Context: an optimization exercise on an open-source flow, tuned for small area and a short achievable clock period. The choices shown serve that exercise and are no tape-out recipe.
In this exercise RTL edits were held to simulation tests only and were not proved equivalent to the original.
Power and IR drop assume default switching activity.

## flow/design.v (module list and top-level ports; edited modules follow where they fit)
// module mkbitmanip: 149 lines
// module bm_pu: 138 lines
// module bm_pu_cell: 8 lines
// module bm_shf: 18 lines
// module bm_cnt: 36 lines
// module bm_sbx: 12 lines
// module bm_pfx: 408 lines
// module bm_pop32: 65 lines
// module bm_crc: 399 lines
// module bm_clm: 936 lines
// module bm_add: 97 lines
// module bitmanip_pipe: 44 lines
module bitmanip_pipe(CLK,
                     RST_N,
                     mav_putvalue_instr,
                     mav_putvalue_src1,
                     mav_putvalue_src2,
                     mav_putvalue_src3,
                     EN_mav_putvalue,
                     mav_putvalue,
                     RDY_mav_putvalue,
                     mv_scopbusy,
                     RDY_mv_scopbusy);
  // ...
==> flow/flow/run.sh <==
#!/bin/bash
# Own layout flow: the standard ORFS flow (standard.sh), run in two parts,
# with
#  - synthesis without full/half-adder cell extraction (ADDER_MAP_FILE empty),
#    so ABC maps the XOR/majority logic itself; registers are unchanged,
#  - port buffers of type buf_2 instead of the default delay-buffer cell,
#  - timing repair asked for more setup slack than the clock needs (17 ns up
#    to CTS, 16.6 ns after global routing), so that the achieved clock period
#    shrinks.
# The design's clock period and I/O constraints are used unchanged.
set -euo pipefail
B="BUFFER_PORTS_ARGS=-buffer_cell sky130_fd_sc_hd__buf_2"
bash standard.sh ADDER_MAP_FILE= SETUP_SLACK_MARGIN=17 "$B" cts > flow_to_cts.log 2>&1
bash standard.sh ADDER_MAP_FILE= SETUP_SLACK_MARGIN=16.6 "$B" finish > flow_finish.log 2>&1
==> flow/standard.sh <==
#!/bin/bash
# synth_recipe.tcl (not shown) runs the flow's synth.tcl, then flattens the netlist and writes it again
# the make line also repeats each setting of config.mk as NAME=value (left out here)
make -C /OpenROAD-flow-scripts/flow DESIGN_CONFIG=/design/flow/config.mk WORK_HOME=/design/flow/orfs CLKGATE_MAP_FILE= SYNTH_SCRIPT=/design/flow/synth_recipe.tcl "${@:-finish}"
==> flow/config.mk <==
export PLATFORM = sky130hd
export DESIGN_NAME = bitmanip_pipe
export DESIGN_NICKNAME = bitmanip_pipe
export VERILOG_FILES = /design/flow/design.v
export SDC_FILE = /design/flow/constraint.sdc
export NUM_CORES = 8
export LEC_CHECK = 0
export ABC_AREA = 1
export CAP_MARGIN = 20
export CORE_MARGIN = 2
export CORE_UTILIZATION = 45
export SLEW_MARGIN = 20
export TNS_END_PERCENT = 10
==> flow/constraint.sdc <==
create_clock -name core_clock -period 26.0 [get_ports {CLK}]
set_input_delay 5.2000 -clock core_clock [delete_from_list [all_inputs] [get_ports {CLK}]]
set_output_delay 5.2000 -clock core_clock [all_outputs]
set_load 0.01 [all_outputs]
==> out/summary.txt, run 1 <==
CP Max Fanout: 29
Netlist cell types: 74
Row count: 101
Antenna Nets Post-Route: 0
Crit share post-route: 0.379
Inverters: 455
Antenna cell count: 30
Fin cells: 7668
Met2 usage: 0.780
Post-cts resize count: 477
Final core utilization: 0.527
Min-Delay Path Class: primary input to register
Clock buf count: 5
Pwr/cell area: 57.9 nW/um^2
Seq/total area: 0.0165
Cell class with the largest area share: multi-input gates
Initial antenna violation count: 36
Post-synthesis sequential area ratio: 0.0191
Via density per instance: 6.67
Drt pass-1 iters: 13
Final Hold Slack: 5.32 ns
Die extent in x: 281 microns
Max transition margin: 0.0922
Most frequent cells after synthesis: 2310 x nand2_1, 613 x o21ai_0, 571 x xor2_1
CTS buffer count: 5
Outcome: complete, no violations
Met2 wire length: 87400 microns
IO Pins: 167
F_max: 102 MHz
Initial core utilization: 0.455
Yosys top cell area share: 0.251
==> module mkbitmanip, before the edit <==
module mkbitmanip(CLK,
		  RST_N,
		  mav_putvalue_instr,
		  mav_putvalue_src1,
		  mav_putvalue_src2,
		  mav_putvalue_src3,
		  EN_mav_putvalue,
		  mav_putvalue,
		  RDY_mav_putvalue,
		  mv_scopbusy,
		  RDY_mv_scopbusy);
  input  CLK;
  input  RST_N;
  input  [31 : 0] mav_putvalue_instr;
  input  [31 : 0] mav_putvalue_src1;
  input  [31 : 0] mav_putvalue_src2;
  input  [31 : 0] mav_putvalue_src3;
  input  EN_mav_putvalue;
  output [32 : 0] mav_putvalue;
  output RDY_mav_putvalue;
  output mv_scopbusy;
  output RDY_mv_scopbusy;
  assign RDY_mav_putvalue = 1'b1;
  assign mv_scopbusy      = 1'b0;
  assign RDY_mv_scopbusy  = 1'b1;
  wire [31:0] in = mav_putvalue_instr;
  wire [31:0] a  = mav_putvalue_src1;
  wire [31:0] b  = mav_putvalue_src2;
  wire [31:0] c  = mav_putvalue_src3;
  wire [2:0] f3 = in[14:12];
  wire [6:0] f7 = in[31:25];
  wire isOP  = in[6:0] == 7'b0110011;
  wire isIMM = in[6:0] == 7'b0010011;
  wire f3_001 = f3 == 3'b001;
  wire f3_101 = f3 == 3'b101;
  wire d_andn   = isOP & f7 == 7'b0100000 & f3 == 3'b111;
  wire d_orn    = isOP & f7 == 7'b0100000 & f3 == 3'b110;
  wire d_xnor   = isOP & f7 == 7'b0100000 & f3 == 3'b100;
  wire d_slo    = isOP & f7 == 7'b0010000 & f3_001;
  wire d_sro    = isOP & f7 == 7'b0010000 & f3_101;
  wire d_shadd  = isOP & f7 == 7'b0010000 & (f3 == 3'b010 | f3 == 3'b100 | f3 == 3'b110);
  wire d_rol    = isOP & f7 == 7'b0110000 & f3_001;
  wire d_ror    = isOP & f7 == 7'b0110000 & f3_101;
  wire d_pack   = isOP & f7 == 7'b0000100 & f3 == 3'b100;
  wire d_bext   = isOP & f7 == 7'b0000100 & f3 == 3'b110;
  wire d_packh  = isOP & f7 == 7'b0000100 & f3 == 3'b111;
  wire d_shfl   = isOP & f7 == 7'b0000100 & f3_001;
  wire d_unshfl = isOP & f7 == 7'b0000100 & f3_101;
  wire d_packu  = isOP & f7 == 7'b0100100 & f3 == 3'b100;
  wire d_sbclr  = isOP & f7 == 7'b0100100 & f3_001;
  wire d_sbext  = isOP & f7 == 7'b0100100 & f3_101;
  wire d_bdep   = isOP & f7 == 7'b0100100 & f3 == 3'b110;
  wire d_bfp    = isOP & f7 == 7'b0100100 & f3 == 3'b111;
  wire d_minmax = isOP & f7 == 7'b0000101 & f3[2];
  wire d_clmul  = isOP & f7 == 7'b0000101 & (f3 == 3'b001 | f3 == 3'b010 | f3 == 3'b011);
  wire d_sbinv  = isOP & f7 == 7'b0110100 & f3_001;
  wire d_grev   = isOP & f7 == 7'b0110100 & f3_101;
  wire d_sbset  = isOP & f7 == 7'b0010100 & f3_001;
  wire d_gorc   = isOP & f7 == 7'b0010100 & f3_101;
  wire d_cmix   = isOP & in[26:25] == 2'b11 & f3_001;
  wire d_cmov   = isOP & in[26:25] == 2'b11 & f3_101;
  wire d_fsl    = isOP & in[26:25] == 2'b10 & f3_001;
  wire d_fsr    = isOP & in[26:25] == 2'b10 & f3_101;
  wire d_sloi    = isIMM & in[31:27] == 5'b00100 & f3_001;
  wire d_sroi    = isIMM & in[31:27] == 5'b00100 & f3_101;
  wire d_rori    = isIMM & in[31:27] == 5'b01100 & f3_101;
  wire d_sbclri  = isIMM & in[31:27] == 5'b01001 & f3_001;
  wire d_sbexti  = isIMM & in[31:27] == 5'b01001 & f3_101;
  wire d_sbinvi  = isIMM & in[31:27] == 5'b01101 & f3_001;
  wire d_sbseti  = isIMM & in[31:27] == 5'b00101 & f3_001;
  wire d_grevi   = isIMM & in[31:26] == 6'b011010 & f3_101;
  wire d_gorci   = isIMM & in[31:26] == 6'b001010 & f3_101;
  wire d_shfli   = isIMM & in[31:26] == 6'b000010 & f3_001;
  wire d_unshfli = isIMM & in[31:26] == 6'b000010 & f3_101;
  wire d_fsri    = isIMM & in[26] & f3_101;
  wire [11:0] u12 = in[31:20];
  wire v_cnt  = isIMM & f3_001 & (u12 == 12'h600 | u12 == 12'h601 | u12 == 12'h602);
  wire v_sext = isIMM & f3_001 & (u12 == 12'h604 | u12 == 12'h605);
  wire v_crc  = isIMM & f3_001 & (u12 == 12'h610 | u12 == 12'h611 | u12 == 12'h612 |
                                  u12 == 12'h618 | u12 == 12'h619 | u12 == 12'h61a);
  wire valid = d_andn | d_orn | d_xnor | d_slo | d_sro | d_shadd | d_rol | d_ror |
               d_pack | d_bext | d_packh | d_shfl | d_unshfl | d_packu | d_sbclr |
               d_sbext | d_bdep | d_bfp | d_minmax | d_clmul | d_sbinv | d_grev |
               d_sbset | d_gorc | d_cmix | d_cmov | d_fsl | d_fsr |
               d_sloi | d_sroi | d_rori | d_sbclri | d_sbexti | d_sbinvi | d_sbseti |
               d_grevi | d_gorci | d_shfli | d_unshfli | d_fsri | v_cnt | v_sext | v_crc;
  wire s_pu = (in[29] & ~in[26] & in[14] & in[12]) | (~in[30] & ~in[27] & ~in[5]) | (in[26] & ~in[25] & in[5]) | (in[28] & ~in[5]) | (in[27] & ~in[25] & in[13] & ~in[12]) | (in[30] & in[27] & in[13]) | (~in[27] & ~in[26] & ~in[14] & ~in[13] & in[5]) | (in[29] & in[14] & ~in[5]) | (in[31] & ~in[5]) | (~in[27] & in[26] & ~in[5]) | (~in[30] & ~in[29] & in[26] & ~in[5]);
  wire s_sbe = (~in[31] & in[30] & ~in[29] & ~in[28] & in[27] & in[14] & ~in[5]) | (in[30] & ~in[29] & ~in[26] & in[14] & ~in[13] & in[12]);
  wire s_lg = (~in[29] & ~in[27] & ~in[26]);
  wire s_add = (in[29] & ~in[12]);
  wire s_sbx = (in[29] & in[27] & ~in[14] & ~in[5]) | (in[30] & ~in[29] & ~in[26] & ~in[14]) | (in[29] & in[27] & ~in[26] & ~in[14]) | (in[30] & ~in[29] & ~in[14] & ~in[5]);
  wire s_m3 = (in[25] & in[14] & in[5]) | (in[26] & in[25] & in[5]);
  wire s_cnt = (in[30] & ~in[27] & ~in[24] & ~in[22] & ~in[14] & ~in[5]);
  wire s_pk = (in[30] & ~in[27] & in[22] & ~in[14] & ~in[5]) | (in[27] & ~in[25] & ~in[13] & ~in[12]) | (~in[30] & ~in[25] & in[13] & in[12]);
  wire s_crc = (in[30] & ~in[27] & in[24] & ~in[14] & ~in[5]);
  wire s_clm = (~in[26] & in[25] & ~in[14] & in[5]);
  wire s_shf = (~in[30] & ~in[29] & ~in[26] & ~in[25] & ~in[13] & in[12]) | (~in[30] & ~in[29] & ~in[26] & ~in[5]);
  wire m_bfp = (in[13] & in[12]);
  wire m_bext = (~in[30] & ~in[12]);
  wire m_bdep = (in[30] & ~in[12]);
  wire m_plain = (in[27] & ~in[26] & ~in[13]) | (~in[31] & in[30] & ~in[29] & ~in[28] & in[27] & ~in[5]);
  wire m_gg = (in[29] & in[27] & ~in[26]);
  wire m_gor = (~in[30] & in[27] & ~in[26] & in[12]);
  wire [5:0] amt = in[5] ? b[5:0] : in[25:20];
  wire [31:0] pu_y;
  bm_pu u_pu(.a(a), .b(b), .c(c), .in(in), .amt(amt),
             .d_bfp(m_bfp), .d_bext(m_bext), .d_bdep(m_bdep),
             .d_plain(m_plain), .d_grv(m_gg), .d_gor(m_gor),
             .y(pu_y));
  wire [31:0] shf;
  bm_shf u_shf(.a(a), .amt(amt[3:0]), .un(in[14]), .y(shf));
  wire [5:0] cnt;
  bm_cnt u_cnt(.a(a), .sel(in[21:20]), .y(cnt));
  wire [31:0] crc;
  bm_crc u_crc(.a(a), .sel({in[23], in[21:20]}), .y(crc));
  wire [31:0] clm;
  bm_clm u_clm(.a(a), .b(b), .f3(f3[1:0]), .y(clm));
  wire [31:0] sum, minmax;
  bm_add u_add(.a(a), .b(b), .sh(in[14:13]), .cmp(in[25]), .sgn(~in[13]), .mx(in[12]),
               .sum(sum), .mm(minmax));
  wire [31:0] sbx;
  bm_sbx u_sbx(.a(a), .sa(amt[4:0]), .op(in[30:29]), .y(sbx));
  wire [31:0] lg = (f3 == 3'b111) ? (a & ~b) : (f3 == 3'b110) ? (a | ~b) : ~(a ^ b);
  wire bz = (b == 32'd0);
  wire [31:0] sA = {32{in[14] & ~bz}} | ({32{~in[14]}} & b);
  wire [31:0] m3 = ~in[26] ? minmax : ((sA & a) | (~sA & c));
  wire k_sext = ~in[5];
  wire k_packu = in[30] & in[5];
  wire k_packh = in[12] & in[5];
  wire sxb = k_sext & ~in[20];
  wire sgn = in[20] ? a[15] : a[7];
  wire [7:0]  pk0 = k_packu ? a[23:16] : a[7:0];
  wire [7:0]  pk1 = k_packu ? a[31:24] : k_packh ? b[7:0] : sxb ? {8{a[7]}} : a[15:8];
  wire [15:0] pk2 = k_packu ? b[31:16] : k_packh ? 16'd0 : k_sext ? {16{sgn}} : b[15:0];
  wire [31:0] pk = {pk2, pk1, pk0};
  wire [31:0] fast =
      ({32{s_lg}} & lg) |
      ({32{s_shf}} & shf) |
      ({32{s_add}} & sum) |
      ({32{s_m3}} & m3) |
      ({32{s_pk}} & pk) |
      ({32{s_sbx}} & sbx);
  wire [31:0] r4 = s_cnt ? {26'd0, cnt} : fast;
  wire [31:0] r3 = s_crc ? crc : r4;
  wire [31:0] r2 = s_sbe ? {31'd0, pu_y[0]} : r3;
  wire [31:0] r1 = s_pu ? pu_y : r2;
  wire [31:0] res = s_clm ? clm : r1;
  assign mav_putvalue = {res, valid};
endmodule
==> module bm_shf, before the edit <==
module bm_shf(input [31:0] a, input [3:0] amt, input un, output [31:0] y);
  function [31:0] shst;
    input [31:0] x;
    input [31:0] ml;
    input [31:0] mr;
    input integer n;
    shst = (x & ~(ml | mr)) | ((x << n) & ml) | ((x >> n) & mr);
  endfunction
  wire [31:0] sh1 = amt[3] ? shst(a,   32'h00ff0000, 32'h0000ff00, 8) : a;
  wire [31:0] sh2 = amt[2] ? shst(sh1, 32'h0f000f00, 32'h00f000f0, 4) : sh1;
  wire [31:0] sh3 = amt[1] ? shst(sh2, 32'h30303030, 32'h0c0c0c0c, 2) : sh2;
  wire [31:0] sh4 = amt[0] ? shst(sh3, 32'h44444444, 32'h22222222, 1) : sh3;
  wire [31:0] us1 = amt[0] ? shst(a,   32'h44444444, 32'h22222222, 1) : a;
  wire [31:0] us2 = amt[1] ? shst(us1, 32'h30303030, 32'h0c0c0c0c, 2) : us1;
  wire [31:0] us3 = amt[2] ? shst(us2, 32'h0f000f00, 32'h00f000f0, 4) : us2;
  wire [31:0] us4 = amt[3] ? shst(us3, 32'h00ff0000, 32'h0000ff00, 8) : us3;
  assign y = un ? us4 : sh4;
endmodule
==> run 2, diff against run 1 <==
--- a/flow/design.v
+++ b/flow/design.v
@@ -109,5 +109,7 @@
              .y(pu_y));
   wire [31:0] shf;
-  bm_shf u_shf(.a(a), .amt(amt[3:0]), .un(in[14]), .y(shf));
+  wire [31:0] a_rho;
+  assign a_rho = {a[31], a[15], a[23], a[7], a[27], a[11], a[19], a[3], a[29], a[13], a[21], a[5], a[25], a[9], a[17], a[1], a[30], a[14], a[22], a[6], a[26], a[10], a[18], a[2], a[28], a[12], a[20], a[4], a[24], a[8], a[16], a[0]};
+  bm_shf u_shf(.a(a), .a_rho(a_rho), .amt(amt[3:0]), .un(in[14]), .y(shf));
   wire [5:0] cnt;
   bm_cnt u_cnt(.a(a), .sel(in[21:20]), .y(cnt));
@@ -294,5 +296,5 @@
   assign yh = (h & kp) | (l & xc);
 endmodule
-module bm_shf(input [31:0] a, input [3:0] amt, input un, output [31:0] y);
+module bm_shf(input [31:0] a, input [31:0] a_rho, input [3:0] amt, input un, output [31:0] y);
   function [31:0] shst;
     input [31:0] x;
@@ -302,13 +304,13 @@
     shst = (x & ~(ml | mr)) | ((x << n) & ml) | ((x >> n) & mr);
   endfunction
-  wire [31:0] sh1 = amt[3] ? shst(a,   32'h00ff0000, 32'h0000ff00, 8) : a;
-  wire [31:0] sh2 = amt[2] ? shst(sh1, 32'h0f000f00, 32'h00f000f0, 4) : sh1;
-  wire [31:0] sh3 = amt[1] ? shst(sh2, 32'h30303030, 32'h0c0c0c0c, 2) : sh2;
-  wire [31:0] sh4 = amt[0] ? shst(sh3, 32'h44444444, 32'h22222222, 1) : sh3;
-  wire [31:0] us1 = amt[0] ? shst(a,   32'h44444444, 32'h22222222, 1) : a;
-  wire [31:0] us2 = amt[1] ? shst(us1, 32'h30303030, 32'h0c0c0c0c, 2) : us1;
-  wire [31:0] us3 = amt[2] ? shst(us2, 32'h0f000f00, 32'h00f000f0, 4) : us2;
-  wire [31:0] us4 = amt[3] ? shst(us3, 32'h00ff0000, 32'h0000ff00, 8) : us3;
-  assign y = un ? us4 : sh4;
+  wire [3:0] c = un ? {amt[0], amt[1], amt[2], amt[3]} : amt;
+  wire [31:0] x0 = un ? a_rho : a;
+  wire [31:0] sh1 = c[3] ? shst(x0,  32'h00ff0000, 32'h0000ff00, 8) : x0;
+  wire [31:0] sh2 = c[2] ? shst(sh1, 32'h0f000f00, 32'h00f000f0, 4) : sh1;
+  wire [31:0] sh3 = c[1] ? shst(sh2, 32'h30303030, 32'h0c0c0c0c, 2) : sh2;
+  wire [31:0] sh4 = c[0] ? shst(sh3, 32'h44444444, 32'h22222222, 1) : sh3;
+  wire [31:0] sh4_rho;
+  assign sh4_rho = {sh4[31], sh4[15], sh4[23], sh4[7], sh4[27], sh4[11], sh4[19], sh4[3], sh4[29], sh4[13], sh4[21], sh4[5], sh4[25], sh4[9], sh4[17], sh4[1], sh4[30], sh4[14], sh4[22], sh4[6], sh4[26], sh4[10], sh4[18], sh4[2], sh4[28], sh4[12], sh4[20], sh4[4], sh4[24], sh4[8], sh4[16], sh4[0]};
+  assign y = un ? sh4_rho : sh4;
 endmodule
 module bm_cnt(input [31:0] a, input [1:0] sel, output [5:0] y);
--- a/flow/flow/run.sh
+++ b/flow/flow/run.sh
@@ -8,7 +8,25 @@
 #    to CTS, 16.6 ns after global routing), so that the achieved clock period
 #    shrinks.
+# If the detailed router leaves design-rule violations at the first core
+# utilization, the whole layout is made again at a lower one.
 # The design's clock period and I/O constraints are used unchanged.
-set -euo pipefail
+set -uo pipefail
 B="BUFFER_PORTS_ARGS=-buffer_cell sky130_fd_sc_hd__buf_2"
-bash standard.sh ADDER_MAP_FILE= SETUP_SLACK_MARGIN=17 "$B" cts > flow_to_cts.log 2>&1
-bash standard.sh ADDER_MAP_FILE= SETUP_SLACK_MARGIN=16.6 "$B" finish > flow_finish.log 2>&1
+attempt() {
+  local u=$1
+  rm -f out/final.def
+  if [ -d orfs ]; then mv orfs "orfs_before_u$u"; fi
+  bash standard.sh ADDER_MAP_FILE= SETUP_SLACK_MARGIN=17 CORE_UTILIZATION=$u "$B" cts \
+    > "flow_u${u}_to_cts.log" 2>&1 || return 1
+  bash standard.sh ADDER_MAP_FILE= SETUP_SLACK_MARGIN=16.6 CORE_UTILIZATION=$u "$B" finish \
+    > "flow_u${u}_finish.log" 2>&1 || return 1
+  python3 - > "flow_u${u}_drc_check.log" 2>&1 <<'PY' || return 1
+import glob, json, sys
+f = glob.glob("orfs/logs/*/bitmanip_pipe/base/5_2_route.json")
+n = json.load(open(f[0])).get("detailedroute__route__drc_errors", 1) if f else 1
+print("detailed route violations:", n)
+sys.exit(0 if n == 0 else 1)
+PY
+  [ -f out/final.def ]
+}
+attempt 40 || attempt 35 || attempt 30
--- a/flow/config.mk
+++ b/flow/config.mk
@@ -9,5 +9,5 @@
 export CAP_MARGIN = 20
 export CORE_MARGIN = 2
-export CORE_UTILIZATION = 45
+export CORE_UTILIZATION = 40
 export SLEW_MARGIN = 20
 export TNS_END_PERCENT = 10
==> run 2 against run 1 <==
Still clean on timing, DRC and antenna; cell area decreased by 2.9%; utilization decreased by 7.8 points; area after synthesis increased by 0.82%; global-route usage decreased by 9.8 points; critical path type unchanged; largest power group unchanged.
==> out/summary.txt, run 2 <==
CTS buffer count: 5 (unchanged)
TNS Setup: 0 ns
Min-Delay Path Class: primary input to register
Number of synthesized flops with an enable pin: 0
Most frequent cell after synthesis: nand2_1
Outcome: complete, no violations
Biggest register: result_q
Lkg Pwr: 17.8 nW
Max transition margin: 0.101 (+0.00914)
Dpl hpwl: 162000 microns
Final slew viol count: 0
Fin crit period: 9.55 ns
Yosys top cell area share: 0.250 (-0.000747)
Synthesis-stage register bit count: 33
Peak supply drop: 0.0322 mV
Most frequent cells after synthesis: 2322 x nand2_1, 576 x o21ai_0, 530 x xor2_1
Synthesized area: 34800 sq um
Via density per instance: 6.43 (-3.6%)
Die extent in x: 299 microns (+6.4%)
Clk slew on worst S/H paths: 0.05 ns
Avg Inst Size Synth: 5.33 sq um
Row count: 108 (+6.9%)
Crit share post-route: 0.367 (-0.0116)
Critical path origin: mav_putvalue_instr[23]
Longest Clk Path Bufs: 2
Ys async rst share: 0
GRT Residual Overflow: 0
Startpoint types: primary input
Req. time, crit path: 26.15 ns
Final hold vios: 0
Detailed-route via count: 49400
Root Driver: clkbuf_16
Total Power: 0.00222 W
Synth area leaders: nand2_1 25%, xor2_1 13%, xnor2_1 10%
Largest net degree at the start of global routing: 76
Initial antenna violation count: 29 (-19%)
Wire per inst: 30.0 microns
DIE AREA: 89400 sq um
Cell taking the most area after synthesis: nand2_1
Netlist cell types: 84 (+14%)
Global-route usage over all layers: 0.490
RSZ-0062 raised after global routing: true
Residual DRC count: 0
Commonest cells after routing, fill and taps aside: 2292 x nand2_1, 533 x o21ai_0, 520 x xor2_1
H-tree levels: 2
Biggest regs: result_q: 33 flops
Vias in the first global route: 42900
Layout cells sized above 1: 0.122
CP Max Fanout: 42 (+45%)
Antenna Nets Post-Route: 0 (unchanged)
F_max: 105 MHz (+3.1%)
DRT Wirelength: 231000 microns
Top_reg_cell synth: dfxtp_1
Most common cell after layout, fill and taps aside: nand2_1
Setup-failing EPs final: 0
CP endpoint: result_q[26]$_DFF_P_
Drt pass-1 iters: 13 (unchanged)
Mapped Cells: 6528
Initial core utilization: 0.402 (-0.0521)
Port Buf Inserts: 151
Arr. time, crit path: 9.70 ns
IO Pins: 167 (unchanged)
Die height: 299 microns
Maxcap violations: 0
DR iter-0 viols: 9003
Largest register FFs: 33
Syn. warnings: 5
CTS tree: done
Post-synthesis sequential area ratio: 0.0190 (-0.000155)
CP Capture Type: register
Critical path class: primary input to register
Core area: 86500 sq um
Pwr/cell area: 57.0 nW/um^2 (-1.5%)
Slew @ Worst Pin: 1.33 ns
Fin nets: 6641
Routability congestion estimate: 1.14
First-pass GRT wire length: 317000 microns
Clk sinks: 33
Area grow syn2layout: 11.6%
[run 2: cell count changes after synthesis, moves of 13 or more]
| cell | before | now |
|---|---|---|
| nor2_1 | 382 | 364 |
| inv_1 | 377 | 393 |
| a31oi_1 | 40 | 57 |
| xor2_1 | 571 | 530 |
| o211ai_1 | 126 | 144 |
| inv_2 | 60 | 46 |
| nand2_4 | 6 | 19 |
| clkbuf_1 | 282 | 247 |
| o21ai_0 | 613 | 576 |
| xnor2_1 | 366 | 405 |
| buf_6 | 10 | 30 |
| o22ai_1 | 59 | 46 |
[run 2: kinds of logic (layout without fill, tap and decap cells)]
group,count (synthesis),after routing,share of synthesized area
simple gates,3214,3217,0.377
mux,7,7,0.00201
xor+xnor,957,957,0.247
buf+inv,871,850,0.110
flops,33,33,0.0190
compound gates,1444,1444,0.244
other cells,2,24,0.000216
[run 2: per-stage QoR]
stage                     area (sq um)  utilization  hold WS [ns]  worst slack, ns  cells
after detailed placement         36100        0.418          5.59            14.64   7574
after global routing             38800        0.449          5.50            16.48   7670
after CTS                        38600        0.446          5.51            16.93   7660
after global placement           36100        0.418          5.60            14.64   7574
after floorplan                  34800            -          5.48            17.90   6529
final                            38900        0.449          5.52            16.45   7687
[run 2: worst max-delay path, cell delays in order]
cell and delay, ns:
buf_2 0.08, clkbuf_8 0.33, o21ai_0 0.15, buf_4 0.22
inv_1 0.22, nand2_1 0.17, nor2_1 0.32, inv_1 0.19
o311ai_0 1.02, nand3_1 0.42, a31oi_1 0.43, o21ai_0 0.14
o21bai_1 0.18, nand2_1 0.09, nand2_1 0.06, nand3_1 0.19
nand2_1 0.08, nand2_1 0.06, nand2_1 0.11
[run 2: timing repair]
item | in CTS | in global routing
pin swaps | 29 | 8
buffers inserted | 59 | 4
cloned | 19 | 1
hold buffers | 0 | 0
gates resized for setup | 373 | 41
endpoints found under the setup margin | 32 | 28
[run 2: worst min path at each step]
stage / end / slack, ns / startpoint / cells past startpoint
CTS: result_q[10]$_DFF_P_ / 5.51 / mav_putvalue_src2[9] / 5
global route: result_q[9]$_DFF_P_ / 5.50 / mav_putvalue_src2[8] / 5
global placement: mav_putvalue[16] / 5.60 / result_q[16]$_DFF_P_ / 1
detailed placement: mav_putvalue[11] / 5.59 / result_q[11]$_DFF_P_ / 1
finish: result_q[9]$_DFF_P_ / 5.52 / mav_putvalue_src2[8] / 5
floorplan: result_q[0]$_DFF_P_ / 5.48 / mav_putvalue_instr[0] / 3
[run 2: per-layer routing]
metal / share of wire / track usage / wire length (microns) / vias up
met5: 0.0011 / 0.0164 / 257 / -
met4: 0.11 / 0.391 / 24600 / 12
met3: 0.16 / 0.213 / 37100 / 1307
met2: 0.38 / 0.673 / 87400 / 4375
met1: 0.35 / 0.588 / 81200 / 22500
li1: - / - / - / 21200
[run 2: cell type report]
type | instances | area [sq um]
Antenna cell | 21 | 52.6
Clock buffer | 5 | 125
Clock inverter | 3 | 17.5
Fill cell | 9641 | 47600
Inverter | 461 | 1900
Multi-Input combinational cell | 5628 | 31200
Sequential cell | 33 | 661
Tap cell | 1155 | 1450
Timing Repair Buffer | 379 | 3420
Timing Repair inverter | 2 | 15.0
[run 2: where the power goes]
group / switching [W] / total, W / internal [W]
logic: 0.00142 / 0.00207 / 0.000657
registers: 0.00000951 / 0.0000806 / 0.0000711
clock network: 0.0000246 / 0.0000598 / 0.0000351
total: 0.00145 / 0.00222 / 0.000763
==> module bm_add, before the edit <==
module bm_add(input [31:0] a, input [31:0] b, input [1:0] sh, input cmp,
              input sgn, input mx, output [31:0] sum, output [31:0] mm);
  wire [31:0] as = sh[1] ? (sh[0] ? {a[28:0], 3'd0} : {a[29:0], 2'd0})
                         : (sh[0] ? {a[30:0], 1'd0} : a);
  wire [31:0] A = cmp ? {a[31] ^ sgn, a[30:0]} : as;
  wire [31:0] B = cmp ? ~{b[31] ^ sgn, b[30:0]} : b;
  wire [31:0] pg = A ^ B;
  wire [31:0] gg = A & B;
  wire bg1 = gg[0] | (pg[0] & cmp);
  wire bg2 = gg[2] | (pg[2] & gg[1]);
  wire bp2 = pg[2] & pg[1];
  wire bg3 = gg[4] | (pg[4] & gg[3]);
  wire bp3 = pg[4] & pg[3];
  wire bg4 = gg[6] | (pg[6] & gg[5]);
  wire bp4 = pg[6] & pg[5];
  wire bg5 = gg[8] | (pg[8] & gg[7]);
  wire bp5 = pg[8] & pg[7];
  wire bg6 = gg[10] | (pg[10] & gg[9]);
  wire bp6 = pg[10] & pg[9];
  wire bg7 = gg[12] | (pg[12] & gg[11]);
  wire bp7 = pg[12] & pg[11];
  wire bg8 = gg[14] | (pg[14] & gg[13]);
  wire bp8 = pg[14] & pg[13];
  wire bg9 = gg[16] | (pg[16] & gg[15]);
  wire bp9 = pg[16] & pg[15];
  wire bg10 = gg[18] | (pg[18] & gg[17]);
  wire bp10 = pg[18] & pg[17];
  wire bg11 = gg[20] | (pg[20] & gg[19]);
  wire bp11 = pg[20] & pg[19];
  wire bg12 = gg[22] | (pg[22] & gg[21]);
  wire bp12 = pg[22] & pg[21];
  wire bg13 = gg[24] | (pg[24] & gg[23]);
  wire bp13 = pg[24] & pg[23];
  wire bg14 = gg[26] | (pg[26] & gg[25]);
  wire bp14 = pg[26] & pg[25];
  wire bg15 = gg[28] | (pg[28] & gg[27]);
  wire bp15 = pg[28] & pg[27];
  wire bg16 = gg[30] | (pg[30] & gg[29]);
  wire bp16 = pg[30] & pg[29];
  wire bg17 = bg2 | (bp2 & bg1);
  wire bg18 = bg4 | (bp4 & bg3);
  wire bp18 = bp4 & bp3;
  wire bg19 = bg6 | (bp6 & bg5);
  wire bp19 = bp6 & bp5;
  wire bg20 = bg8 | (bp8 & bg7);
  wire bp20 = bp8 & bp7;
  wire bg21 = bg10 | (bp10 & bg9);
  wire bp21 = bp10 & bp9;
  wire bg22 = bg12 | (bp12 & bg11);
  wire bp22 = bp12 & bp11;
  wire bg23 = bg14 | (bp14 & bg13);
  wire bp23 = bp14 & bp13;
  wire bg24 = bg16 | (bp16 & bg15);
  wire bp24 = bp16 & bp15;
  wire bg25 = bg18 | (bp18 & bg17);
  wire bg26 = bg20 | (bp20 & bg19);
  wire bp26 = bp20 & bp19;
  wire bg27 = bg22 | (bp22 & bg21);
  wire bp27 = bp22 & bp21;
  wire bg28 = bg24 | (bp24 & bg23);
  wire bp28 = bp24 & bp23;
  wire bg29 = bg26 | (bp26 & bg25);
  wire bg30 = bg28 | (bp28 & bg27);
  wire bp30 = bp28 & bp27;
  wire bg31 = bg30 | (bp30 & bg29);
  wire bg32 = bg27 | (bp27 & bg29);
  wire bg33 = bg19 | (bp19 & bg25);
  wire bg34 = bg21 | (bp21 & bg29);
  wire bg35 = bg23 | (bp23 & bg32);
  wire bg36 = bg3 | (bp3 & bg17);
  wire bg37 = bg5 | (bp5 & bg25);
  wire bg38 = bg7 | (bp7 & bg33);
  wire bg39 = bg9 | (bp9 & bg29);
  wire bg40 = bg11 | (bp11 & bg34);
  wire bg41 = bg13 | (bp13 & bg32);
  wire bg42 = bg15 | (bp15 & bg35);
  wire bg43 = gg[1] | (pg[1] & bg1);
  wire bg44 = gg[3] | (pg[3] & bg17);
  wire bg45 = gg[5] | (pg[5] & bg36);
  wire bg46 = gg[7] | (pg[7] & bg25);
  wire bg47 = gg[9] | (pg[9] & bg37);
  wire bg48 = gg[11] | (pg[11] & bg33);
  wire bg49 = gg[13] | (pg[13] & bg38);
  wire bg50 = gg[15] | (pg[15] & bg29);
  wire bg51 = gg[17] | (pg[17] & bg39);
  wire bg52 = gg[19] | (pg[19] & bg34);
  wire bg53 = gg[21] | (pg[21] & bg40);
  wire bg54 = gg[23] | (pg[23] & bg32);
  wire bg55 = gg[25] | (pg[25] & bg41);
  wire bg56 = gg[27] | (pg[27] & bg35);
  wire bg57 = gg[29] | (pg[29] & bg42);
  wire bg58 = gg[31] | (pg[31] & bg31);
  wire [32:0] cy = {bg58, bg31, bg57, bg42, bg56, bg35, bg55, bg41, bg54, bg32, bg53, bg40, bg52, bg34, bg51, bg39, bg50, bg29, bg49, bg38, bg48, bg33, bg47, bg37, bg46, bg25, bg45, bg36, bg44, bg17, bg43, bg1, cmp};
  assign sum = pg ^ cy[31:0];
  wire lt = ~cy[32];
  assign mm = (lt ^ mx) ? a : b;
endmodule
==> run 3, diff against run 2 <==
--- a/flow/design.v
+++ b/flow/design.v
@@ -102,4 +102,18 @@
   wire m_gg = (in[29] & in[27] & ~in[26]);
   wire m_gor = (~in[30] & in[27] & ~in[26] & in[12]);
+  wire k_andn = (in[30] & in[13] & in[12]);
+  wire k_orn = (~in[25] & in[13] & ~in[12]);
+  wire k_xnor = (~in[27] & ~in[13] & ~in[12]);
+  wire k_mm = (~in[26] & in[25] & in[5]);
+  wire k_cmov = (in[26] & in[14]);
+  wire k_cmix = (in[25] & ~in[14] & in[5]);
+  wire k_pack = (~in[30] & ~in[25] & ~in[12]);
+  wire k_packu = (in[30] & in[27] & ~in[12]);
+  wire k_packh = (~in[30] & ~in[25] & in[13]);
+  wire k_sextb = (~in[27] & ~in[20] & ~in[5]);
+  wire k_sexth = (~in[27] & in[20] & ~in[5]);
+  wire k_sbset = (~in[30] & ~in[5]) | (~in[30] & in[29] & ~in[25]);
+  wire k_sbclr = (~in[29] & ~in[5]) | (~in[29] & ~in[25] & ~in[14]);
+  wire k_sbinv = (in[30] & in[29] & in[27] & ~in[5]) | (in[30] & in[29] & ~in[25] & in[5]);
   wire [5:0] amt = in[5] ? b[5:0] : in[25:20];
   wire [31:0] pu_y;
@@ -118,29 +132,43 @@
   wire [31:0] clm;
   bm_clm u_clm(.a(a), .b(b), .f3(f3[1:0]), .y(clm));
-  wire [31:0] sum, minmax;
-  bm_add u_add(.a(a), .b(b), .sh(in[14:13]), .cmp(in[25]), .sgn(~in[13]), .mx(in[12]),
-               .sum(sum), .mm(minmax));
-  wire [31:0] sbx;
-  bm_sbx u_sbx(.a(a), .sa(amt[4:0]), .op(in[30:29]), .y(sbx));
-  wire [31:0] lg = (f3 == 3'b111) ? (a & ~b) : (f3 == 3'b110) ? (a | ~b) : ~(a ^ b);
+  wire [31:0] sum;
+  wire lt;
+  bm_add u_add(.a(a), .b(b), .sh(in[14:13]), .cmp(in[25]), .sgn(~in[13]),
+               .sum(sum), .lt(lt));
   wire bz = (b == 32'd0);
-  wire [31:0] sA = {32{in[14] & ~bz}} | ({32{~in[14]}} & b);
-  wire [31:0] m3 = ~in[26] ? minmax : ((sA & a) | (~sA & c));
-  wire k_sext = ~in[5];
-  wire k_packu = in[30] & in[5];
-  wire k_packh = in[12] & in[5];
-  wire sxb = k_sext & ~in[20];
-  wire sgn = in[20] ? a[15] : a[7];
-  wire [7:0]  pk0 = k_packu ? a[23:16] : a[7:0];
-  wire [7:0]  pk1 = k_packu ? a[31:24] : k_packh ? b[7:0] : sxb ? {8{a[7]}} : a[15:8];
-  wire [15:0] pk2 = k_packu ? b[31:16] : k_packh ? 16'd0 : k_sext ? {16{sgn}} : b[15:0];
-  wire [31:0] pk = {pk2, pk1, pk0};
+  wire sel = lt ^ in[12];
+  wire [3:0] d0 = {amt[1:0] == 2'd3, amt[1:0] == 2'd2, amt[1:0] == 2'd1, amt[1:0] == 2'd0};
+  wire [7:0] d1 = {amt[4:2] == 3'd7, amt[4:2] == 3'd6, amt[4:2] == 3'd5, amt[4:2] == 3'd4,
+                   amt[4:2] == 3'd3, amt[4:2] == 3'd2, amt[4:2] == 3'd1, amt[4:2] == 3'd0};
+  wire k_pk = k_pack | k_packu | k_packh | k_sextb | k_sexth;
+  wire t11 = ~(k_andn | k_sbclr | k_sbinv);
+  wire T10 = k_andn | k_orn | (k_mm & sel) | (k_cmov & ~bz) | k_pk | k_sbset | k_sbclr | k_sbinv;
+  wire T01 = (k_mm & ~sel) | (k_cmov & bz) | k_sbset | k_sbinv;
+  wire t00 = k_orn | k_xnor;
+  wire k_qb = k_andn | k_orn | k_xnor | k_mm;
+  wire k_qc = k_cmov | k_cmix;
+  wire k_qo = k_sbset | k_sbclr | k_sbinv;
+  integer q;
+  reg [31:0] su;
+  reg P, Q, t10, t01;
+  always @* begin
+    for (q = 0; q < 32; q = q + 1) begin
+      if (q < 8)
+        P = k_packu ? a[q+16] : a[q];
+      else if (q < 16)
+        P = k_packu ? a[q+16] : k_packh ? b[q-8] : k_sextb ? a[7] : a[q];
+      else
+        P = k_packu ? b[q] : k_pack ? b[q-16] : k_packh ? 1'b0 :
+            k_sextb ? a[7] : k_sexth ? a[15] : a[q];
+      Q = (k_qb & b[q]) | (k_qc & c[q]) | (k_qo & d0[q % 4] & d1[q / 4]);
+      t10 = T10 | (k_cmix & b[q]);
+      t01 = T01 | (k_cmix & ~b[q]);
+      su[q] = (P & Q & t11) | (P & ~Q & t10) | (~P & Q & t01) | (~P & ~Q & t00);
+    end
+  end
   wire [31:0] fast =
-      ({32{s_lg}} & lg) |
       ({32{s_shf}} & shf) |
       ({32{s_add}} & sum) |
-      ({32{s_m3}} & m3) |
-      ({32{s_pk}} & pk) |
-      ({32{s_sbx}} & sbx);
+      ({32{s_lg | s_m3 | s_pk | s_sbx}} & su);
   wire [31:0] r4 = s_cnt ? {26'd0, cnt} : fast;
   wire [31:0] r3 = s_crc ? crc : r4;
@@ -350,16 +378,4 @@
   assign y = sel[1] ? pcnt : sel[0] ? ctz : clz;
 endmodule
-module bm_sbx(input [31:0] a, input [4:0] sa, input [1:0] op, output [31:0] y);
-  wire [3:0] d0 = {sa[1:0] == 2'd3, sa[1:0] == 2'd2, sa[1:0] == 2'd1, sa[1:0] == 2'd0};
-  wire [7:0] d1 = {sa[4:2] == 3'd7, sa[4:2] == 3'd6, sa[4:2] == 3'd5, sa[4:2] == 3'd4,
-                   sa[4:2] == 3'd3, sa[4:2] == 3'd2, sa[4:2] == 3'd1, sa[4:2] == 3'd0};
-  genvar i;
-  generate
-    for (i = 0; i < 32; i = i + 1) begin : g_b
-      wire oh = d0[i % 4] & d1[i / 4];
-      assign y[i] = oh ? (op[1] ? (op[0] & ~a[i]) : 1'b1) : a[i];
-    end
-  endgenerate
-endmodule
 module bm_pfx(input [31:0] m, output [79:0] ns);
   function geqc;
@@ -2171,5 +2187,5 @@
 endmodule
 module bm_add(input [31:0] a, input [31:0] b, input [1:0] sh, input cmp,
-              input sgn, input mx, output [31:0] sum, output [31:0] mm);
+              input sgn, output [31:0] sum, output lt);
   wire [31:0] as = sh[1] ? (sh[0] ? {a[28:0], 3'd0} : {a[29:0], 2'd0})
                          : (sh[0] ? {a[30:0], 1'd0} : a);
@@ -2264,6 +2280,5 @@
   wire [32:0] cy = {bg58, bg31, bg57, bg42, bg56, bg35, bg55, bg41, bg54, bg32, bg53, bg40, bg52, bg34, bg51, bg39, bg50, bg29, bg49, bg38, bg48, bg33, bg47, bg37, bg46, bg25, bg45, bg36, bg44, bg17, bg43, bg1, cmp};
   assign sum = pg ^ cy[31:0];
-  wire lt = ~cy[32];
-  assign mm = (lt ^ mx) ? a : b;
+  assign lt = ~cy[32];
 endmodule
 module bitmanip_pipe(CLK,
==> flow/flow/run.sh (replaced) <==
#!/bin/bash
# Own layout flow: the standard ORFS flow (standard.sh), run in two parts,
# with
#  - synthesis without full/half-adder cell extraction (ADDER_MAP_FILE empty),
#    so ABC maps the XOR/majority logic itself; registers are unchanged,
#  - port buffers of type buf_2 instead of the default delay-buffer cell,
set -uo pipefail
B="BUFFER_PORTS_ARGS=-buffer_cell sky130_fd_sc_hd__buf_2"
attempt() {
  local u=$1
  rm -f out/final.def
  if [ -d orfs ]; then mv orfs "orfs_before_u$u"; fi
  bash standard.sh ADDER_MAP_FILE= SETUP_SLACK_MARGIN=17 SKIP_GATE_CLONING=1 CORE_UTILIZATION=$u "$B" cts \
    > "flow_u${u}_to_cts.log" 2>&1 || return 1
  bash standard.sh ADDER_MAP_FILE= SETUP_SLACK_MARGIN=16.6 SKIP_GATE_CLONING=1 CORE_UTILIZATION=$u "$B" finish \
    > "flow_u${u}_finish.log" 2>&1 || return 1
  python3 - > "flow_u${u}_drc_check.log" 2>&1 <<'PY' || return 1
import glob, json, sys
f = glob.glob("orfs/logs/*/bitmanip_pipe/base/5_2_route.json")
n = json.load(open(f[0])).get("detailedroute__route__drc_errors", 1) if f else 1
print("detailed route violations:", n)
sys.exit(0 if n == 0 else 1)
PY
  [ -f out/final.def ]
}
attempt 40 || attempt 35 || attempt 30
==> run 3 against run 2 <==
Still clean on timing, DRC and antenna; global-route usage shrank 3.1 points; combinational power is essentially flat; sequential share of layout area is essentially flat; flip-flop and latch count is the same; worst setup slack gained 0.16 ns; cell count grew 0.74%; synthesized cell count grew 0.80%; critical path depth grew 4; count of clock-buffer cells in the layout grew 1; sequential power shrank 4.1%; largest cell class unchanged; largest power group unchanged; highest routed layer unchanged.
==> out/summary.txt, run 3 <==
CTS tree: done
Biggest regs: result_q: 33 flops
Pwr/cell area: 57.8 nW/um^2 (+1.5%)
Drt pass-1 iters: 12 (-1)
Outcome: complete, no violations
Max transition margin: 0.189 (+0.0880)
Syn. warnings: 6 (+1)
M3 GR Usage: 0.174 (-0.0387)
Root Driver: clkbuf_16
Row count: 107 (-0.93%)
IO Pins: 167 (unchanged)
Largest register FFs: 33 (unchanged)
Yosys top cell area share: 0.278 (+0.0275)
Critical path class: primary input to register
TNS Setup: 0 ns (unchanged)
Commonest cells after routing, fill and taps aside: 2501 x nand2_1, 574 x xor2_1, 561 x o21ai_0
Core area: 85500 sq um (-1.1%)
Longest Clk Path Bufs: 2 (unchanged)
Setup-failing EPs final: 0 (unchanged)
Fin crit period: 9.39 ns (-0.156 ns)
Die extent in x: 298 microns (-0.17%)
Number of synthesized flops with an enable pin: 0 (unchanged)
Final slew viol count: 0 (unchanged)
Via density per instance: 6.13 (-4.6%)
DR iter-0 viols: 7718 (-14%)
Most common cell after layout, fill and taps aside: nand2_1
DIE AREA: 89100 sq um (-0.35%)
Area grow syn2layout: 10.7%
Residual DRC count: 0 (unchanged)
Startpoint types: primary input
Initial core utilization: 0.405 (+0.00296)
Crit share post-route: 0.361 (-0.00602)
Top_reg_cell synth: dfxtp_1
Port Buf Inserts: 151 (unchanged)
Slowest CP cell: a221oi_1
Crit path cell chain: buf_16 > buf_16 > buf_16 > clkinvlp_4 > nor2_2 > buf_6 > nand2_1 > o21ai_2 > buf_4 > nor3_2 > buf_4 > nor2_1 > a221oi_1 > inv_1 > o21ai_0 > o21bai_1 > nand2_1 > nand2_1 > nand3_1 > nand3_1 > nand2_1 > nand3_1 > nand2_1
Peak supply drop: 0.0433 mV (+35%)
Global-route usage over all layers: 0.459 (-0.0312)
Antenna Nets Post-Route: 0 (unchanged)
Min-Delay Path Class: primary input to register
Most frequent cell after synthesis: nand2_1
F_max: 106 MHz (+1.7%)
Vias in the first global route: 42400 (-1.1%)
Slew @ Worst Pin: 1.21 ns (-0.121 ns)
Post-CTS Hold Fix Bufs: 0 (unchanged)
RSZ-0062 raised after global routing: true
Most frequent cells after synthesis: 2568 x nand2_1, 603 x o21ai_0, 578 x xor2_1
Routability congestion estimate: 1.09 (-4.6%)
Fin nets: 6715 (+1.1%)
Synth area leaders: nand2_1 28%, xor2_1 15%, xnor2_1 8.8%
Final hold vios: 0 (unchanged)
Post-synthesis sequential area ratio: 0.0190 (+0.0000671)
Largest net degree at the start of global routing: 81 (+6.6%)
Netlist cell types: 82 (-2.4%)
Wire per inst: 27.7 microns (-7.6%)
Lkg Pwr: 18.2 nW (+2.5%)
Cell mode on critical path: nand2_1
H-tree levels: 2 (unchanged)
Detailed-route via count: 47500 (-3.9%)
Initial antenna violation count: 22 (-24%)
Met2 usage: 0.636 (-0.0372)
Clk sinks: 33 (unchanged)
CTS buffer count: 5 (unchanged)
CP Max Fanout: 33 (-21%)
Met1 usage: 0.556 (-0.0315)
Avg Inst Size Synth: 5.27 sq um (-1.1%)
Synthesized area: 34700 sq um (-0.35%)
DRT Wirelength: 215000 microns (-6.9%)
Biggest register: result_q
Total Power: 0.00222 W (+0.21%)
GRT busiest layer: met2
First-pass GRT wire length: 300000 microns (-5.4%)
Mapped Cells: 6580 (+0.80%)
Synthesis-stage register bit count: 33 (unchanged)
Clk slew on worst S/H paths: 0.05 ns (about the same)
GRT Residual Overflow: 0 (unchanged)
Dpl hpwl: 158000 microns (-2.5%)
CP Capture Type: register
Maxcap violations: 0 (unchanged)
Die height: 298 microns (-0.17%)
Arr. time, crit path: 9.54 ns (-0.16 ns)
Layout cells sized above 1: 0.121 (-0.00107)
Cell taking the most area after synthesis: nand2_1
Ys async rst share: 0 (unchanged)
Largest stage delay on the critical path: 0.62 ns (-0.40 ns)
Req. time, crit path: 26.15 ns (about the same)
-- run 3: cell count changes in the layout (fill, tap and decap cells not counted), sizes merged, moves of 11 or more --
cell,previous run,this run
nand3,339,301
o21bai,7,33
o22ai,51,63
xor2,549,592
o2111ai,15,3
o211ai,145,108
xnor2,408,350
nand2,2392,2646
bufbuf,12,0
a31oi,59,33
a21oi,331,283
a211oi,12,1
-- run 3: kinds of logic (layout without fill, tap and decap cells) --
| kind of cell | count (synthesis) | count (layout) | share of synthesized area |
|---|---|---|---|
| and+or+nand+nor | 3418 | 3418 | 0.402 |
| AOI/OAI and AO/OA | 1336 | 1336 | 0.225 |
| xor gates and xnor gates | 942 | 942 | 0.242 |
| buffers and inverters | 845 | 849 | 0.111 |
| DFF | 33 | 33 | 0.0190 |
| muxes | 3 | 3 | 0.000866 |
| other | 2 | 18 | 0.000217 |
| adders and majority gates | 1 | 1 | 0.000289 |
-- run 3: power breakdown --
part / leakage (nW) / internal, W / total [W] / switching (W)
Clock: 0.0707 / 0.0000351 / 0.0000580 / 0.0000229
Sequential: 0.276 / 0.0000721 / 0.0000773 / 0.00000525
Combinational: 17.9 / 0.000662 / 0.00208 / 0.00142
-- run 3: through the flow --
| stage | instances | utilization | instance area (sq um) | hold slack, ns | worst slack, ns |
|---|---|---|---|---|---|
| after floorplan | 6581 | - | 34700 | 5.39 | 17.85 |
| after global placement | 7642 | 0.421 | 36000 | 5.59 | 13.89 |
| after detailed placement | 7642 | 0.421 | 36000 | 5.59 | 13.93 |
| after CTS | 7709 | 0.443 | 37900 | 5.52 | 16.94 |
| after global routing | 7735 | 0.448 | 38400 | 5.58 | 16.58 |
| final | 7744 | 0.449 | 38400 | 5.54 | 16.61 |
-- run 3: cell type report --
class	instances	area [sq um]
diodes	15	37.5
flip-flops and latches	33	661
well taps	1144	1430
inverters	465	1970
multi-input cells	5703	30900
clock buffers	6	129
repair buffers	376	3200
clock inverters	2	10.0
fillers	9607	47200
-- run 3: worst paths after layout --
check,start,endpoint,depth (start not counted)
max,mav_putvalue_instr[13],result_q[1]$_DFF_P_,23
min,mav_putvalue_src2[15],result_q[16]$_DFF_P_,7
-- run 3: layer usage --
layer | vias to the layer above | part of all wire
met2 | 3697 | 0.38
met1 | 21500 | 0.36
met4 | 24 | 0.10
met3 | 1122 | 0.15
li1 | 21200 | -
met5 | - | 0.0022
-- run 3: critical path, delay by kind of cell --
kind / cells / cell delay (ns)
compound gates: 4 / 1.00
simple gates: 11 / 1.48
buf+inv: 8 / 1.80
-- run 3: what timing repair did --
| action | in CTS | in global routing |
|---|---|---|
| gates resized for setup | 360 | 77 |
| pin swaps | 28 | 15 |
| setup endpoints to repair | 32 | 32 |
| buffers inserted | 59 | 20 |
==> run 4, diff against run 3 <==
--- a/flow/design.v
+++ b/flow/design.v
@@ -167,13 +167,11 @@
     end
   end
-  wire [31:0] fast =
-      ({32{s_shf}} & shf) |
-      ({32{s_add}} & sum) |
-      ({32{s_lg | s_m3 | s_pk | s_sbx}} & su);
-  wire [31:0] r4 = s_cnt ? {26'd0, cnt} : fast;
-  wire [31:0] r3 = s_crc ? crc : r4;
-  wire [31:0] r2 = s_sbe ? {31'd0, pu_y[0]} : r3;
-  wire [31:0] r1 = s_pu ? pu_y : r2;
-  wire [31:0] res = s_clm ? clm : r1;
+  wire [31:0] r6 = s_sbe ? {31'd0, pu_y[0]} : shf;
+  wire [31:0] r5 = s_cnt ? {26'd0, cnt} : r6;
+  wire [31:0] r4 = s_crc ? crc : r5;
+  wire [31:0] r3 = s_pu ? pu_y : r4;
+  wire [31:0] r2 = s_clm ? clm : r3;
+  wire [31:0] r1 = (s_lg | s_m3 | s_pk | s_sbx) ? su : r2;
+  wire [31:0] res = s_add ? sum : r1;
   assign mav_putvalue = {res, valid};
 endmodule
==> run 4 against run 3 <==
Cell area fell by 2.0%; wire length is 0.46% lower; flip-flop and latch count is the same; sequential share of layout area is essentially flat; critical endpoint is now result_q[7]$_DFF_P_; utilization is 0.073 points higher; sequential power decreased by 8.8%; combinational power up 2%; global-route usage up 1.2 points; still clean on timing, DRC and antenna; first-iteration DRC count fell by 1.9%; worst setup slack got worse by 0.072 ns; hold slack worse by 0.040 ns.
==> out/summary.txt, run 4 <==
RSZ-0062 raised after global routing: true
Netlist cell types: 76 (-7.3%)
Post-CTS Hold Fix Bufs: 0 (unchanged)
Req. time, crit path: 26.21 ns (+0.06 ns)
Outcome: complete, no violations
Hold path depth: 4 (-3)
Area grow syn2layout: 11.2%
First-pass GRT wire length: 295000 microns (-1.7%)
Post-Synth Simple-Gate Area: 0.376 (-0.0262)
CTS buffer count: 5 (unchanged)
Row count: 106 (-0.93%)
Slowest CP cell: o21ai_0
F_max: 106 MHz (-0.76%)
Maxcap violations: 0 (unchanged)
Initial core utilization: 0.404 (-0.00132)
Synth area leaders: nand2_1 26%, xor2_1 15%, xnor2_1 10%
Core area: 83700 sq um (-2.2%)
Slew @ Worst Pin: 1.29 ns (+0.0790 ns)
Ys async rst share: 0 (unchanged)
Synthesis-stage register bit count: 33 (unchanged)
Max transition margin: 0.133 (-0.0561)
Largest stage delay on the critical path: 0.40 ns (-0.22 ns)
Number of synthesized flops with an enable pin: 0 (unchanged)
Pwr/cell area: 59.7 nW/um^2 (+3.3%)
Largest register FFs: 33 (unchanged)
Lkg Pwr: 17.1 nW (-6.1%)
DR iter-0 viols: 7568 (-1.9%)
Cell mode on critical path: nand2_1
Startpoint types: primary input
Min-Delay Path Class: primary input to register
Synthesized area: 33800 sq um (-2.5%)
Peak supply drop: 0.0321 mV (-26%)
Avg Inst Size Synth: 5.35 sq um (+1.5%)
Dpl cells: 7340 (-4.0%)
Biggest regs: result_q: 33 flops
Cell taking the most area after synthesis: nand2_1
Layout cells sized above 1: 0.128 (+0.00720)
DRT Wirelength: 214000 microns (-0.46%)
Most frequent cells after synthesis: 2304 x nand2_1, 578 x xor2_1, 524 x o21ai_0
Dpl hpwl: 156000 microns (-0.70%)
Global-route usage over all layers: 0.470 (+0.0117)
Largest family of logic cells by synthesized area: simple AND/OR/NAND/NOR gates
Initial antenna violation count: 21 (-4.5%)
Wire per inst: 28.7 microns (+3.6%)
Clk slew on worst S/H paths: 0.06 ns (about the same)
DIE AREA: 86900 sq um (-2.5%)
Longest Clk Path Bufs: 2 (unchanged)
Synth Area in Compound Gates: 0.239 (+0.0148)
Fin nets: 6416 (-4.5%)
Crit share post-route: 0.364 (+0.00275)
Via density per instance: 6.23 (+1.5%)
Yosys top cell area share: 0.256 (-0.0222)
Arr. time, crit path: 9.68 ns (+0.14 ns)
Fin crit period: 9.46 ns (+0.0715 ns)
Top_reg_cell synth: dfxtp_1
Residual DRC count: 0 (unchanged)
H-tree levels: 2 (unchanged)
CP Capture Type: register
Drt pass-1 iters: 9 (-3)
Final Hold Slack: 5.50 ns (-0.0400 ns)
Syn. warnings: 6 (unchanged)
Setup-failing EPs final: 0 (unchanged)
Final hold vios: 0 (unchanged)
Final core utilization: 0.449 (+0.000734)
HP Start: mav_putvalue_src2[0]
Final slew viol count: 0 (unchanged)
Post-Synth XOR/XNOR Area: 0.264 (+0.0224)
Post-synthesis sequential area ratio: 0.0195 (+0.000487)
Root Driver: clkbuf_16
Most frequent cell after synthesis: nand2_1
IO Pins: 167 (unchanged)
Mux contribution to synthesized area: 0.00118 (+0.000318)
Post-synthesis adder-cell area fraction: 0 (-0.000289)
Mapped Cells: 6324 (-3.9%)
TNS Setup: 0 ns (unchanged)
Die height: 295 microns (-1.2%)
Critical path class: primary input to register
Fin cells: 7443 (-3.9%)
CP Max Fanout: 38 (+15%)
Endpoint, Worst Hold: result_q[1]$_DFF_P_
Routability congestion estimate: 1.16 (+6.7%)
GRT Residual Overflow: 0 (unchanged)
Largest net degree at the start of global routing: 84 (+3.7%)
Clk sinks: 33 (unchanged)
Biggest register: result_q
CTS tree: done
Detailed-route via count: 46300 (-2.4%)
Commonest cells after routing, fill and taps aside: 2248 x nand2_1, 563 x xor2_1, 506 x o21ai_0
Antenna Nets Post-Route: 0 (unchanged)
Most common cell after layout, fill and taps aside: nand2_1
Port Buf Inserts: 151 (unchanged)
Vias in the first global route: 40600 (-4.4%)
Die extent in x: 295 microns (-1.2%)
[run 4: cells by family after synthesis]
| kind of cell | count (synthesis) |
|---|---|
| simple gates | 3113 |
| compound gates | 1370 |
| xor+xnor | 992 |
| buf+inv | 810 |
| flops | 33 |
| mux | 4 |
| other cells | 2 |
[run 4: how the worst max path moves through the flow]
stage	startpoint	endpoint	slack (ns)
6_report	mav_putvalue_instr[13]	result_q[7]$_DFF_P_	16.54
5_1_grt	mav_putvalue_instr[30]	result_q[23]$_DFF_P_	16.49
4_1_cts	mav_putvalue_src1[14]	result_q[22]$_DFF_P_	16.95
3_5_place_dp	mav_putvalue_instr[13]	result_q[1]$_DFF_P_	15.01
3_3_place_gp	mav_putvalue_instr[13]	result_q[1]$_DFF_P_	15.01
2_1_floorplan	mav_putvalue_src2[3]	result_q[30]$_DFF_P_	17.88
[run 4: cell type report]
cell class	instances	area [sq um]
clock buffer	5	125
inverter	432	1860
fill	9289	46100
tap	1134	1420
antenna	23	57.6
clock inverter	3	17.5
timing repair buffer	331	2690
multi-input combinational	5482	30800
sequential	33	661
[run 4: per-stage QoR]
stage               setup slack (ns)  area, sq um  power [W]
floorplan                      17.88        33800    0.00143
global placement               15.01        35200    0.00199
detailed placement             15.01        35200    0.00201
CTS                            16.95        37400    0.00214
global route                   16.49        37600    0.00236
finish                         16.54        37600    0.00225
[run 4: worst max-delay path, delay by kind of cell]
kind / cells / cell delay (ns)
buffers and inverters: 6 / 1.06
AO/OA/AOI/OAI: 7 / 1.64
AND/OR/NAND/NOR: 14 / 1.74
[run 4: layer usage]
metal	part of all wire	up-vias	GRT usage	routed length, microns
li1	-	20400	-	-
met1	0.36	21000	0.564	76400
met2	0.39	3816	0.655	82600
met3	0.15	1071	0.183	31900
met4	0.11	18	0.392	22500
met5	0.00065	-	0.00624	138
[run 4: power breakdown]
part	internal [W]	total [W]	switching (W)	leakage (nW)
clock network	0.0000352	0.0000595	0.0000244	0.0697
registers	0.0000662	0.0000705	0.00000431	0.278
logic	0.000674	0.00212	0.00144	16.8
[run 4: what timing repair did]
item                       CTS  global route
setup endpoints to repair   32            31
pin swaps                   31             3
gates resized for setup    354            18
buffers inserted            64             8
==> run 5, diff against run 4 <==
==> flow/run.sh (new file) <==
#!/bin/bash
# synth_recipe.tcl (not shown) runs the flow's synth.tcl, then flattens the netlist and writes it again
# the make line also repeats each setting of config.mk as NAME=value (left out here)
make -C /OpenROAD-flow-scripts/flow DESIGN_CONFIG=/design/flow/config.mk WORK_HOME=/design/flow/orfs CLKGATE_MAP_FILE= SYNTH_SCRIPT=/design/flow/synth_recipe.tcl finish
--- a/flow/config.mk
+++ b/flow/config.mk
@@ -10,4 +10,5 @@
 export CORE_MARGIN = 2
 export CORE_UTILIZATION = 40
+export SETUP_SLACK_MARGIN = 5
 export SLEW_MARGIN = 20
 export TNS_END_PERCENT = 10
removed: flow/flow/run.sh
removed: flow/standard.sh
==> run 5 against run 4 <==
Cell count fell by 0.43%; power rose by 11%; non-clock buffer count rose by 12; global-route usage rose by 0.41 points; wire length rose by 3.0%; hold slack got worse by 0.025 ns; sequential share of layout area barely moved; sequential power rose by 2%; critical path type unchanged; highest routed layer unchanged.
==> out/summary.txt, run 5 <==
DIE AREA: 88700 sq um (+2.1%)
First-pass GRT wire length: 303000 microns (+2.8%)
Outcome: complete, no violations
Req. time, crit path: 26.20 ns (about the same)
CP Max Fanout: 34 (-11%)
Synth Area in Compound Gates: 0.214 (-0.0256)
Largest family of logic cells by synthesized area: simple AND/OR/NAND/NOR gates
CTS tree: done
Maxcap violations: 0 (unchanged)
Number of setup buffers added after CTS: 0 (-100%)
Dpl hpwl: 167000 microns (+6.5%)
Number of synthesized flops with an enable pin: 0 (unchanged)
Peak supply drop: 0.0651 mV (+100%)
Die height: 298 microns (+1.1%)
Clock power share: 0.033 (+0.006)
Fin nets: 6579 (+2.5%)
Top_reg_cell synth: dfxtp_1
F_max: 64.1 MHz (-39%)
Initial core utilization: 0.404 (about the same)
Largest stage delay on the critical path: 0.89 ns (+0.49 ns)
Via density per instance: 6.14 (-1.4%)
Most common cell after layout, fill and taps aside: nand2_1
Ys async rst share: 0 (unchanged)
GRT Residual Overflow: 0 (unchanged)
Vias in the first global route: 39900 (-1.8%)
Net switching power: 0.00163 W (+11%)
DRT Wirelength: 220000 microns (+3.0%)
Cell taking the most area after synthesis: nand2_1
Synthesis-stage register bit count: 33 (unchanged)
Longest Clk Path Bufs: 2 (unchanged)
Core area: 85400 sq um (+2.1%)
Post-cts resize count: 0 (-100%)
Port Buf Inserts: 151 (unchanged)
Part of the power in registers: 0.029 (-0.002)
Pwr/cell area: 65.7 nW/um^2 (+10%)
TNS Setup: 0 ns (unchanged)
Post-Synth XOR/XNOR Area: 0.247 (-0.0178)
Mapped Cells: 6263 (-0.96%)
# fillers: 9648 (+3.9%)
Footprint of the multi-input gates: 30700 sq um (-0.35%)
Largest register FFs: 33 (unchanged)
Row count: 107 (+0.94%)
Startpoint types: primary input
Crit share post-route: 0.600 (+0.236)
Residual DRC count: 0 (unchanged)
Layout cells sized above 1: 0.0542 (-0.0742)
Most frequent cell after synthesis: nand2_1
CP Capture Type: register
Post-CTS Hold Fix Bufs: 0 (unchanged)
Die extent in x: 298 microns (+1.1%)
Max transition margin: 0.188 (+0.0550)
Final core utilization: 0.442 (-0.00694)
Clk sinks: 33 (unchanged)
Slew @ Worst Pin: 1.20 ns (-0.0846 ns)
IO Pins: 167 (unchanged)
Netlist cell types: 70 (-7.9%)
Wire per inst: 29.7 microns (+3.4%)
Net Sw Frac: 0.658 (+0.00323)
Area grow syn2layout: 9.39%
CTS buffer count: 5 (unchanged)
Cell Int Power: 0.000850 W (+9.6%)
Fin crit period: 15.61 ns (+6.14 ns)
Clk slew on worst S/H paths: 0.09 ns (+0.03 ns)
Arr. time, crit path: 15.81 ns (+6.13 ns)
Largest net degree at the start of global routing: 81 (-3.6%)
Lkg Pwr: 17.7 nW (+3.7%)
Final hold vios: 0 (unchanged)
Root Driver: clkbuf_16
Post-synthesis sequential area ratio: 0.0191 (-0.000411)
Biggest regs: result_q: 33 flops
Comb power frac: 0.938 (-0.004)
Drt pass-1 iters: 8 (-1)
DR iter-0 viols: 7354 (-2.8%)
H-tree levels: 2 (unchanged)
Critical path class: primary input to register
Setup-failing EPs final: 0 (unchanged)
Post-DP Area: 37600 sq um (+6.7%)
Initial antenna violation count: 22 (+4.8%)
Slowest CP cell: clkinv_1
Min-Delay Path Class: primary input to register
Final slew viol count: 0 (unchanged)
Post-route cell area: 37800 sq um (+0.49%)
Avg Inst Size Synth: 5.52 sq um (+3.1%)
Global-route usage over all layers: 0.475 (+0.00413)
Post-Synth Simple-Gate Area: 0.340 (-0.0359)
Register area: 661 sq um (unchanged)
Antenna Nets Post-Route: 0 (unchanged)
Yosys top cell area share: 0.245 (-0.0110)
Most frequent cells after synthesis: 2252 x nand2_1, 535 x o21ai_0, 484 x xor2_1
Detailed-route via count: 45500 (-1.8%)
Biggest register: result_q
Synth area leaders: nand2_1 24%, xor2_1 12%, xnor2_1 11%
RSZ-0062 raised after global routing: false
Mux contribution to synthesized area: 0.00145 (+0.000265)
Post-synthesis adder-cell area fraction: 0.0818 (+0.0818)
Routability congestion estimate: 1.11 (-5.0%)
Cell mode on critical path: inv_1
Syn. warnings: 6 (unchanged)
Synthesized area: 34500 sq um (+2.1%)
Commonest cells after routing, fill and taps aside: 2251 x nand2_1, 521 x o21ai_0, 484 x xor2_1
[run 5: final timing paths]
| check | startpoint | end | slack, ns | cells past startpoint |
|---|---|---|---|---|
| max | mav_putvalue_instr[14] | result_q[6]$_DFF_P_ | 10.39 | 29 |
| min | mav_putvalue_instr[4] | result_q[0]$_DFF_P_ | 5.47 | 3 |
[run 5: final cells by class]
class | count | share of cell area
repair buffers | 343 | 0.0777
inverters | 502 | 0.0499
diodes | 15 | 0.000993
multi-input cells | 5366 | 0.811
well taps | 1144 | 0.0379
flip-flops and latches | 33 | 0.0175
clock inverters | 3 | 0.00123
clock buffers | 5 | 0.00331
[run 5: through the flow]
stage	worst slack [ns]	cells	power [W]	hold WS [ns]
2_1_floorplan	15.40	6264	0.00153	5.30
3_3_place_gp	10.77	7387	0.00229	5.84
3_5_place_dp	10.81	7387	0.00230	5.84
4_1_cts	11.12	7395	0.00239	5.48
5_1_grt	10.38	7396	0.00262	5.51
6_report	10.39	7411	0.00248	5.47
[run 5: power by group through the flow]
stage,registers [W],clock network [W],logic [W]
6_report,0.0000718,0.0000818,0.00233
5_1_grt,0.0000737,0.0000844,0.00246
4_1_cts,0.0000720,0.0000829,0.00224
3_5_place_dp,0.0000732,0,0.00223
3_3_place_gp,0.0000731,0,0.00222
2_1_floorplan,0.0000811,0,0.00145
[run 5: kinds of logic (layout without fill, tap and decap cells)]
| logic type | count (synthesis) | after routing |
|---|---|---|
| adder cells (fa/ha/maj) | 197 | 197 |
| multiplexers | 5 | 5 |
| other | 2 | 18 |
| flip-flops | 33 | 33 |
| AND/OR/NAND/NOR | 2959 | 2959 |
| buffers and inverters | 865 | 853 |
| XOR/XNOR | 945 | 945 |
| AO/OA/AOI/OAI | 1257 | 1257 |
[run 5: layer usage]
layer,vias up,global-route usage,wire (microns)
met1,21100,0.623,86300
li1,20200,-,-
met2,3403,0.675,86600
met5,-,0.000541,131
met4,20,0.293,17200
met3,829,0.141,29600
[run 5: worst max-delay path, delay by kind of cell]
kind / cells / cell delay [ns]
AOI/OAI and AO/OA: 10 / 3.70
buffers and inverters: 8 / 2.72
xor gates and xnor gates: 1 / 0.58
and+or+nand+nor: 7 / 2.20
muxes: 1 / 0.71
adders and majority gates: 2 / 0.60

[re-timing with driven ports]
In the flow no input, the clock included, has a driving cell. The finished layouts below were timed again as built, in two steps.
Step 1 sets driving cells, clkbuf_16 on the clock port and buf_2 on the other inputs (assumed; they add their load-dependent delay and slew).
Step 2, shift: input delay + t, output delay - t, t = (earliest + latest rising clock arrival at the registers) / 2. This alone moves slack from input paths to output paths.
Slacks: ideal ports / drivers / drivers and shift; pairs: ideal ports / drivers.
| run | shift t [ns] | slack for setup (ns) | clock arrival spread, ns | slew at the worst register clock pin (ns) |
|---|---|---|---|---|
| run 1 | 0.333 | 16.149 / 16.168 / 15.835 | 0.019 / 0.019 | 0.08 / 0.08 |
| run 2 | 0.327 | 16.450 / 16.446 / 16.119 | 0.015 / 0.016 | 0.07 / 0.07 |
| run 3 | 0.327 | 16.607 / 16.584 / 16.257 | 0.003 / 0.003 | 0.05 / 0.05 |
| run 4 | 0.324 | 16.535 / 16.451 / 16.127 | 0.014 / 0.013 | 0.07 / 0.07 |
| run 5 | 0.387 | 10.394 / 10.433 / 10.046 | 0.028 / 0.028 | 0.09 / 0.09 |
After both steps every run listed still meets setup and hold. The setup slack of run 4, which loses most, moves by -0.084 ns with the drivers and by -0.408 ns with both steps.
